Source: an optimization exercise on an open RTL-to-GDS flow (aim: small area and a short achievable clock period). Production flows keep margins and buffers that such runs may drop. In this exercise RTL edits were held to simulation tests only and were not proved equivalent to the original.

// mmu_array
module mmu_array #(
    parameter int N = 4,
    parameter int DW = 8,
    parameter int AW = 32
) (
    input  logic clk,
    input  logic valid_i,
    input  logic [N*DW-1:0] activation_rows,    
    input  logic [N*DW-1:0] weight_columns,     
    output logic valid_o,
    output logic [N*N*AW-1:0] psums             
);
    logic [N-1:0] vq;
    always_ff @(posedge clk) vq <= {vq[N-2:0], valid_i};
    assign valid_o = vq[N-1];
    logic [DW-1:0] a_bus [N][N];
    logic [DW-1:0] w_bus [N][N];
    for (genvar r = 0; r < N; r++) begin : ROW
        for (genvar c = 0; c < N; c++) begin : COL
            logic v;
            if (c == 0) begin : A0
                assign a_bus[r][c] = activation_rows[r*DW +: DW];
                assign v = valid_i;
            end else begin : AQ
                logic [DW-1:0] a_q;
                always_ff @(posedge clk) a_q <= a_bus[r][c-1];
                assign a_bus[r][c] = a_q;
                assign v = vq[c-1];
            end
            if (r == 0) begin : W0
                assign w_bus[r][c] = weight_columns[c*DW +: DW];
            end else begin : WQ
                logic [DW-1:0] w_q;
                always_ff @(posedge clk) w_q <= w_bus[r-1][c];
                assign w_bus[r][c] = w_q;
            end
            mac pe (
                .clk(clk), .v(v), .a(a_bus[r][c]), .w(w_bus[r][c]),
                .acc_o(psums[(r*N+c)*AW +: AW])
            );
        end
    end
endmodule
Size: about 740 flip-flops, ~580 I/O pins.
==> flow/config.mk <==
export PLATFORM = sky130hd
export DESIGN_NAME = mmu_array
export DESIGN_NICKNAME = mmu_array
export VERILOG_FILES = /design/flow/design.v
export SDC_FILE = /design/flow/constraint.sdc
export NUM_CORES = 4
export LEC_CHECK = 0
export CAP_MARGIN = 20
export CORE_MARGIN = 2
export CORE_UTILIZATION = 40
export SETUP_SLACK_MARGIN = 3.5
export SLEW_MARGIN = 20
export TNS_END_PERCENT = 10
==> flow/constraint.sdc <==
create_clock -name core_clock -period 8.0 [get_ports {clk}]
set_input_delay 1.6000 -clock core_clock [delete_from_list [all_inputs] [get_ports {clk}]]
set_output_delay 1.6000 -clock core_clock [all_outputs]
set_load 0.01 [all_outputs]
standard.sh (not shown) runs the stock make flow with config.mk's settings and CLKGATE_MAP_FILE= SYNTH_SCRIPT=/design/flow/synth_recipe.tcl, a recipe that flattens the netlist after the stock synthesis.
==> flow/flow/run.sh <==
#!/bin/bash
# Standard synthesis and layout; the only change is the cell used to buffer the
# ports (buf_2 instead of the resizer's default pick, a slow delay cell).
set -euo pipefail
bash standard.sh "BUFFER_PORTS_ARGS=-buffer_cell sky130_fd_sc_hd__buf_2" finish > standard_flow.log 2>&1
Change:
CORE_UTILIZATION = 60   (was 40)
What happened:
- The changed run completed without violations
- global-route usage came out higher by 8.2 points
- utilization came out higher by 21 points
- final area came out lower by 2.4%
Change:
CORE_UTILIZATION = 40   (was 60)
GPL_TIMING_DRIVEN = 1   (was not set)
Outcome:
- die area grows by 49%
- count of clock-buffer cells in the layout is unchanged
- final area grows by 2.5%
Change:
CTS_CLUSTER_DIAMETER = 110   (was not set)
CTS_CLUSTER_SIZE = 26   (was not set)
GPL_TIMING_DRIVEN = not set   (was 1)
What happened:
- sequential cell count does not change
- non-clock buffer count is lower by 2
- first-iteration DRC count is lower by 3.2%
- die area is unchanged


Starting RTL as in the previous note.
==> flow/config.mk <==
export PLATFORM = sky130hd
export DESIGN_NAME = mmu_array
export DESIGN_NICKNAME = mmu_array
export VERILOG_FILES = /design/flow/design.v
export SDC_FILE = /design/flow/constraint.sdc
export NUM_CORES = 4
export LEC_CHECK = 0
export CAP_MARGIN = 20
export CORE_MARGIN = 2
export CORE_UTILIZATION = 40
export SETUP_SLACK_MARGIN = 3.0
export SLEW_MARGIN = 20
export TNS_END_PERCENT = 10
==> flow/constraint.sdc <==
create_clock -name core_clock -period 8.0 [get_ports {clk}]
set_input_delay 1.6000 -clock core_clock [delete_from_list [all_inputs] [get_ports {clk}]]
set_output_delay 1.6000 -clock core_clock [all_outputs]
set_load 0.01 [all_outputs]
Scripts as last shown in full above: flow/flow/run.sh
Next try:
==> flow/flow/run.sh (replaced) <==
#!/bin/bash
# Standard synthesis and layout; the only change is the cell used to buffer the
# ports (buf_1 instead of the resizer's default pick, a slow delay cell).
set -euo pipefail
bash standard.sh "BUFFER_PORTS_ARGS=-buffer_cell sky130_fd_sc_hd__buf_1" finish > standard_flow.log 2>&1
Settings changed: SETUP_SLACK_MARGIN 3.0 to 3.5.
The changed run finished clean.
Non-clock buffer count came out higher by 47.
Setup slack gains 0.29 ns.
Final area came out higher by about 1.2%.
Area after synthesis stays the same.
Wire length came out lower by about 0.43%.
Cell count came out higher by about 0.43%.
Sequential share of layout area came out lower by 0.15 points.
Die area stays the same.
Register-to-register slack gains 0.44 ns.
Maximum frequency came out higher by about 6%.
Next try:
==> flow/flow/run.sh (replaced) <==
#!/bin/bash
# Standard synthesis and layout; the only change is the cell used to buffer the
# ports (buf_2 instead of the resizer's default pick, a slow delay cell).
set -euo pipefail
bash standard.sh "BUFFER_PORTS_ARGS=-buffer_cell sky130_fd_sc_hd__buf_2" finish > standard_flow.log 2>&1
Settings changed: SETUP_SLACK_MARGIN 3.5 to 4.0.
Effect: Final area goes up by 5.1%. Synthesized cell count is unchanged. Setup slack gets better by 0.11 ns. Die area stays the same. Via count goes up by 1.5%. Area after synthesis is unchanged. Sequential cell count is unchanged. Cell count goes up by 1.6%. Utilization goes up by 2.3 points. Wire length goes up by 3.6%.


## green
mmu_array again, from the RTL that the note above started with.
export LEC_CHECK = 0
export CAP_MARGIN = 20
export CORE_MARGIN = 2
export CORE_UTILIZATION = 40
export CTS_CLUSTER_DIAMETER = 100
export CTS_CLUSTER_SIZE = 22
export SETUP_SLACK_MARGIN = 3.5
export SLEW_MARGIN = 20
export TNS_END_PERCENT = 10
create_clock -name core_clock -period 8.0 [get_ports {clk}]
==> flow/flow/run.sh <==
#!/bin/bash
# Standard synthesis and layout; the only change is the cell used to buffer the
# ports (buf_2 instead of the resizer's default pick, a slow delay cell).
set -euo pipefail
bash standard.sh "BUFFER_PORTS_ARGS=-buffer_cell sky130_fd_sc_hd__buf_2" finish > standard_flow.log 2>&1
green completed end to end with timing, DRC and antenna clean.
Inputs modified between green and red:
Settings: swapping 10 for 100 in TNS_END_PERCENT; swapping 3.5 for 5.0 in SETUP_SLACK_MARGIN; clearing CTS_CLUSTER_SIZE, which used to be 22; clearing CTS_CLUSTER_DIAMETER, which used to be 100.
Detailed-route via count ends up lower on green.
Compared green against red; final critical-path share of the clock period within noise.
Against green, the final cell area of red is higher.
Between red and green, the setup slack of the worst register-to-register path is lower for green.

-- separate check: timing with driven ports --
No port has a modelled driver above. Below, the same layouts with a new extraction and two added sets of constraints.
Step 1, drivers: a clkbuf_16 drives clk and a buf_2 each remaining input, both assumed.
Step 2 times the ports against the registers' clock, not the clock port: input delays grow and output delays shrink by t, the midpoint of the rising clock arrivals with the driver on.
Slacks: ideal ports / drivers / drivers and shift; pairs: ideal ports / drivers.
run	shift t [ns]	setup slack, ns	clock arrival spread, ns
the first run of note 1	0.782	3.340 / 3.332 / 2.561	0.047 / 0.047
the second run of note 1	0.740	3.225 / 3.248 / 2.512	0.026 / 0.026
the third run of note 1	0.782	3.340 / 3.332 / 2.561	0.047 / 0.047
the fourth run of note 1	0.731	3.292 / 3.269 / 2.573	0.035 / 0.036
the first run of note 2	0.770	2.945 / 2.945 / 2.410	0.037 / 0.037
the second run of note 2	0.783	3.239 / 3.207 / 2.424	0.046 / 0.046
the third run of note 2	0.774	3.347 / 3.317 / 2.589	0.029 / 0.029
green	0.748	3.302 / 3.290 / 2.542	0.039 / 0.038
red	0.780	3.305 / 3.232 / 2.627	0.035 / 0.034
After both steps setup and hold are still met in every run listed. The setup slack of the second run of note 2, which loses most, moves by -0.032 ns with the drivers and by -0.815 ns with both steps.
